This design comes from an exercise in tuning for small area and a short achievable clock period on the open sky130 flow, not from production work.
RTL that was checked went through simulation tests only; none was proved equivalent to the original.
Power and IR drop assume default switching activity.

Setup of purple:
==> flow/design.v <==
module arm (
    input  logic        clk, rst,
    input  logic [31:0] Instr,
    input  logic [31:0] ReadData,
    output logic [31:0] WriteData,
    output logic [31:0] PC, ALUResult,
    output logic        MemWrite
);
    logic [31:0] PCF, InstrD;
    logic        RegWriteE, MemtoRegE, MemWriteE, BranchE, ALUSrcE, FlagWE;
    logic        CondExE, BranchTakenE;
    logic        SubE, LogE, OrrE;               
    logic [3:0]  RA1E, RA2E, WA3E;
    logic [31:0] RD1E, RD2E;
    logic [23:0] ImmE;
    logic        ImmMemE, ImmBrE;                
    logic        selAM, selAP, selAR, selBM, selBP, selBR;    
    logic        RegWriteM, MemtoRegM, MemWriteM;
    logic [3:0]  WA3M;
    logic [31:0] ALUOutM, WriteDataM;
    logic [31:0] ALUOutMo;                       
    logic [31:0] rf [0:14];
    logic [14:0] rf_valid;
    assign PC        = PCF;
    assign ALUResult = ALUOutMo;
    assign WriteData = WriteDataM;
    assign MemWrite  = MemWriteM;
    logic isDP, isADD, isSUB, isAND, isORR, isLDR, isSTR, isMEM, isB, isBT;
    assign isADD = (InstrD[27:26] == 2'b00) && (InstrD[24:21] == 4'b0100);
    assign isSUB = (InstrD[27:26] == 2'b00) && (InstrD[24:21] == 4'b0010);
    assign isAND = (InstrD[27:21] == 7'b0000000);
    assign isORR = (InstrD[27:21] == 7'b0001100);
    assign isLDR = (InstrD[27:20] == 8'b01011001);
    assign isSTR = (InstrD[27:20] == 8'b01011000);
    assign isMEM = isLDR | isSTR;
    assign isB   = (InstrD[27:24] == 4'b1010);
    assign isBT  = isB & CondExE;        
    assign isDP  = isADD | isSUB | isAND | isORR;
    logic [3:0] rn, RA1D, RA2D;
    assign rn   = InstrD[19:16];
    assign RA1D = isBT ? 4'd15 : rn;
    assign RA2D = isMEM ? InstrD[15:12] : InstrD[3:0];
    logic ldrStallD, PCWrPendingF, StallF, FlushD, FlushE;
    assign ldrStallD    = ((RA1D == WA3E) ^ (RA2D == WA3E)) & MemtoRegE;
    assign PCWrPendingF = BranchE ? !CondExE : isBT;
    assign StallF       = ldrStallD ^ PCWrPendingF;
    assign FlushD       = PCWrPendingF | BranchTakenE;
    assign FlushE       = ldrStallD ^ BranchTakenE;
    logic [31:0] PCPlus4F, ResultM, RD1D, RD2D, AO1, AO2;
    logic [3:0]  nRA1E, nRA2E;
    logic        fwdW1, fwdW2;
    logic [14:0] rs1, rs2;
    assign PCPlus4F = PCF + 32'd4;
    assign ResultM  = MemtoRegM ? ReadData : ALUOutM;
    assign nRA1E = FlushE ? RA1E : RA1D;
    assign nRA2E = FlushE ? RA2E : RA2D;
    assign fwdW1 = RegWriteM && (FlushE ? (RA1E == WA3M) : (RA1D == WA3M));
    assign fwdW2 = RegWriteM && (FlushE ? (RA2E == WA3M) : (RA2D == WA3M));
    always_comb
        for (int i = 0; i < 15; i++) begin
            rs1[i] = !isBT && rf_valid[i] && rn == i;
            rs2[i] = rf_valid[i] && RA2D == i;
        end
    assign RD1D = fwdW1 ? ResultM : AO1;
    assign RD2D = fwdW2 ? ResultM : AO2;
    for (genvar b = 0; b < 32; b++) begin : g_rd
        logic [17:0] c1, s1, c2, s2;
        logic [5:0]  n1, n2;
        for (genvar i = 0; i < 15; i++) begin : g_col
            assign c1[i] = rf[i][b];
            assign c2[i] = rf[i][b];
        end
        assign c1[17:15] = {2'b0, PCPlus4F[b]};
        assign s1        = {2'b0, isBT, rs1};
        assign c2[17:15] = 3'b0;
        assign s2        = {3'b0, rs2};
        for (genvar k = 0; k < 5; k++) begin : g_ao
            rf_aoi222 u1 (.a0(c1[3*k]), .s0(s1[3*k]), .a1(c1[3*k+1]), .s1(s1[3*k+1]),
                          .a2(c1[3*k+2]), .s2(s1[3*k+2]), .yn(n1[k]));
            rf_aoi222 u2 (.a0(c2[3*k]), .s0(s2[3*k]), .a1(c2[3*k+1]), .s1(s2[3*k+1]),
                          .a2(c2[3*k+2]), .s2(s2[3*k+2]), .yn(n2[k]));
        end
        rf_nand2 u1x (.a(c1[15]), .b(s1[15]), .y(n1[5]));
        rf_nand6 u1o (.a(n1), .y(AO1[b]));
        rf_nand5 u2o (.a(n2[4:0]), .y(AO2[b]));
        assign n2[5] = 1'b1;
    end
    logic [31:0] ExtImmE, SrcAE, SrcBE, WriteDataE;
    logic selAPc, selARd;
    always_comb begin
        if (ImmMemE)     ExtImmE = {20'b0, ImmE[11:0]};
        else if (ImmBrE) ExtImmE = {{6{ImmE[23]}}, ImmE[23:0], 2'b00};
        else             ExtImmE = {{24{ImmE[7]}}, ImmE[7:0]};
    end
    assign selAPc = selAP & !BranchTakenE;
    assign selARd = selAR | (selAP & BranchTakenE);
    assign SrcAE = ({32{selAM}} & ALUOutM) | ({32{selAPc}} & PCF) | ({32{selARd}} & RD1E);
    assign WriteDataE = ({32{selBM}} & ALUOutM) | ({32{selBP}} & PCF) | ({32{selBR}} & RD2E);
    assign SrcBE = ALUSrcE ? ExtImmE : WriteDataE;
    logic [31:0] bm, sum, gen, prp, ALUResultE;
    logic        cout;
    logic [33:0] sum34;
    assign bm    = SrcBE ^ {32{SubE}};
    assign sum34 = {1'b0, SrcAE, 1'b1} + {1'b0, bm, SubE};
    assign sum   = sum34[32:1];
    assign cout  = sum34[33];
    assign gen   = SrcAE & bm;         
    assign prp   = SrcAE ^ bm;
    assign ALUResultE = LogE ? (OrrE ? (gen | prp) : gen) : sum;
    logic [31:0] need;
    logic zSum, zLog;
    assign need = {SrcAE[30:0] | bm[30:0], SubE};
    assign zSum = &(~(prp ^ need));
    assign zLog = ~|(OrrE ? (gen | prp) : gen);
    logic fN, fZ, fC, fV;
    assign fN = FlagWE & ALUResultE[31];
    assign fZ = FlagWE & (LogE ? zLog : zSum);
    assign fC = FlagWE & ~LogE & cout;
    assign fV = FlagWE & ~LogE & ~SubE & (SrcAE[31] == SrcBE[31]) & (SrcAE[31] ^ sum[31]);
    logic CondExD;
    always_comb begin
        case (InstrD[31:28])
            4'b0000: CondExD = fZ;
            4'b0001: CondExD = !fZ;
            4'b0010: CondExD = fC;
            4'b0011: CondExD = !fC;
            4'b0100: CondExD = fN;
            4'b0101: CondExD = !fN;
            4'b0110: CondExD = fV;
            4'b0111: CondExD = !fV;
            4'b1000: CondExD = !fZ && fC;
            4'b1001: CondExD = fZ || !fC;
            4'b1010: CondExD = !(fN ^ fV);
            4'b1011: CondExD = fN ^ fV;
            4'b1100: CondExD = !fZ && !(fN ^ fV);
            4'b1101: CondExD = fZ || (fN ^ fV);
            4'b1110: CondExD = 1'b1;
            default: CondExD = 1'b0;
        endcase
    end
    logic [31:0] PCPrime;
    assign PCPrime = BranchTakenE ? sum : PCPlus4F;
    logic [3:0] nWA3M;
    logic       nRWM, nAM, nBM;
    assign nWA3M = BranchTakenE ? WA3M : WA3E;
    assign nRWM  = BranchTakenE ? RegWriteM : (RegWriteE & CondExE);
    assign nAM   = nRWM & (nRA1E == nWA3M);
    assign nBM   = nRWM & (nRA2E == nWA3M);
    always_ff @(posedge clk) begin
        if (rst)          PCF <= 32'b0;
        else if (!StallF) PCF <= PCPrime;
        if (FlushD || rst)   InstrD <= 32'b0;
        else if (!ldrStallD) InstrD <= Instr;
        RA1E    <= nRA1E;
        RA2E    <= nRA2E;
        selAM   <= nAM;
        selAP   <= !nAM & !fwdW1 & (nRA1E == 4'd15);
        selAR   <= !nAM & (fwdW1 | (!FlushE & (nRA1E != 4'd15)));
        selBM   <= nBM;
        selBP   <= !nBM & !fwdW2 & (nRA2E == 4'd15);
        selBR   <= !nBM & (fwdW2 | (!FlushE & (nRA2E != 4'd15)));
        WA3E    <= InstrD[15:12];
        RD1E    <= RD1D;
        RD2E    <= RD2D;
        ImmE    <= InstrD[23:0];
        ImmMemE <= isMEM;
        ImmBrE  <= isBT;
        if (!FlushE) begin
            RegWriteE    <= isDP | isLDR;
            MemtoRegE    <= isLDR;
            MemWriteE    <= isSTR;
            SubE         <= isSUB;
            LogE         <= isAND | isORR;
            OrrE         <= isORR;
            BranchE      <= isBT;
            ALUSrcE      <= ((isADD | isSUB) & InstrD[25]) | isMEM | isBT;
            FlagWE       <= isDP & InstrD[20];
            CondExE      <= CondExD;
            BranchTakenE <= isBT & CondExD;
        end else begin
            RegWriteE    <= 1'b0;
            MemtoRegE    <= 1'b0;
            MemWriteE    <= 1'b0;
            SubE         <= 1'b0;
            LogE         <= 1'b0;
            OrrE         <= 1'b0;
            BranchE      <= 1'b0;
            ALUSrcE      <= 1'b0;
            FlagWE       <= 1'b0;
            CondExE      <= 1'b0;
            BranchTakenE <= 1'b0;
        end
        if (!BranchTakenE) begin
            RegWriteM  <= RegWriteE & CondExE;
            MemtoRegM  <= MemtoRegE;
            MemWriteM  <= MemWriteE & CondExE;
            WriteDataM <= WriteDataE;
            ALUOutM    <= ALUResultE;
            WA3M       <= WA3E;
        end
        if (!(BranchE & CondExE)) ALUOutMo <= ALUResultE;
        for (int i = 0; i < 15; i++)
            if (RegWriteM && WA3M == i) rf[i] <= ResultM;
        rf_valid <= (rst ? 15'b0 : rf_valid) | ({14'b0, RegWriteM} << WA3M);
    end
endmodule
module rf_aoi222 (
    input  logic a0, s0, a1, s1, a2, s2,
    output logic yn
);
    assign yn = ~((a0 & s0) | (a1 & s1) | (a2 & s2));
endmodule
module rf_nand5 (
    input  logic [4:0] a,
    output logic       y
);
    assign y = ~&a;
endmodule
module rf_nand2 (
    input  logic a, b,
    output logic y
);
    assign y = ~(a & b);
endmodule
module rf_nand6 (
    input  logic [5:0] a,
    output logic       y
);
    assign y = ~&a;
endmodule
clock: 16.0 ns
lec_check: 0
cap_margin: 20
core_margin: 2
core_utilization: 55
slew_margin: 20
synth_hierarchical: 1
synth_minimum_keep_size: 0
standard.sh (not shown) runs the stock make flow with config.mk's settings and CLKGATE_MAP_FILE= SYNTH_SCRIPT=/design/flow/synth_recipe.tcl, a recipe that flattens the netlist after the stock synthesis.
==> flow/flow/run.sh <==
#!/bin/bash
# Layout flow: the standard ORFS flow, with
#  - port buffers of a fast, small cell instead of the default delay buffer,
#  - a clock tree without dummy balancing loads,
#  - timing repair aimed below the 16 ns clock (the clock and the SDC are unchanged;
#    repair only tries to leave more slack than the default margin).
set -euo pipefail
cd "$(dirname "$0")/.."
export BUFFER_PORTS_ARGS="-buffer_cell sky130_fd_sc_hd__buf_2"
export SETUP_SLACK_MARGIN=11.5
export CTS_ARGS="-sink_clustering_enable -repair_clock_nets -dont_use_dummy_load -buf_list {sky130_fd_sc_hd__clkbuf_8 sky130_fd_sc_hd__clkbuf_16} -sink_clustering_size 24 -sink_clustering_max_diameter 60"
bash standard.sh > standard.log 2>&1
Input-level comparison between orange and purple:
--- a/flow/design.v
+++ b/flow/design.v
@@ -18,11 +18,10 @@
     logic        RegWriteM, MemtoRegM, MemWriteM;
     logic [3:0]  WA3M;
     logic [31:0] ALUOutM, WriteDataM;
-    logic [31:0] ALUOutMo;                       
     logic [31:0] rf [0:14];
     logic [14:0] rf_valid;
     assign PC        = PCF;
-    assign ALUResult = ALUOutMo;
+    assign ALUResult = ALUOutM;
     assign WriteData = WriteDataM;
     assign MemWrite  = MemWriteM;
     logic isDP, isADD, isSUB, isAND, isORR, isLDR, isSTR, isMEM, isB, isBT;
@@ -198,7 +197,6 @@
             ALUOutM    <= ALUResultE;
             WA3M       <= WA3E;
         end
-        if (!(BranchE & CondExE)) ALUOutMo <= ALUResultE;
         for (int i = 0; i < 15; i++)
             if (RegWriteM && WA3M == i) rf[i] <= ResultM;
         rf_valid <= (rst ? 15'b0 : rf_valid) | ({14'b0, RegWriteM} << WA3M);
Findings:
orange: PASS, flow complete, no timing, DRC or antenna violations. Diff purple -> orange: die area went down 3.1%; critical path depth shrank by 18. The final reports for orange and purple show synthesis-to-layout area growth lower in the former. | sequential area share after synthesis | orange vs purple | 0.82 points lower |. The lower maximum number of pins on one net before global-route repair came out of purple. Of orange and purple, it is orange that has the lower end-of-flow core utilization. There was hardly any difference in global router's overall resource usage between orange and purple. [orange vs purple] clock network fraction of total power: higher in orange. orange: minimum clock period 32 ps above purple. On final worst setup slack, the higher figure sits with purple, not orange. orange ended up with a lower cell area than purple did. Count of clock-buffer cells in the layout: orange and purple compared, lower one is orange.
No functional check of the RTL was part of purple.

static timing again, ports no longer ideal:
How much do the figures lean on ideal ports? The routed layouts below were timed once more, with nothing changed but the port constraints.
Step 1, drivers: a clkbuf_16 drives clk and a buf_2 each remaining input, both assumed.
Step 2 also shifts input and output timing later by t, the mid clock arrival at the registers, as if the neighbouring blocks saw the same clock.
Slacks: ideal ports / drivers / drivers and shift; pairs: ideal ports / drivers.
| run | t (ns) | slack for setup (ns) | latest minus earliest clock arrival (ns) | worst data-port slew with drivers (ns) |
|---|---|---|---|---|
| purple | 0.678 | 11.442 / 11.442 / 11.064 | 0.103 / 0.104 | 0.05 |
| orange | 0.684 | 11.410 / 11.341 / 10.982 | 0.126 / 0.126 | 0.04 |
After both steps every run listed still meets setup and hold. The setup slack of orange, which loses most, moves by -0.069 ns with the drivers and by -0.428 ns with both steps.
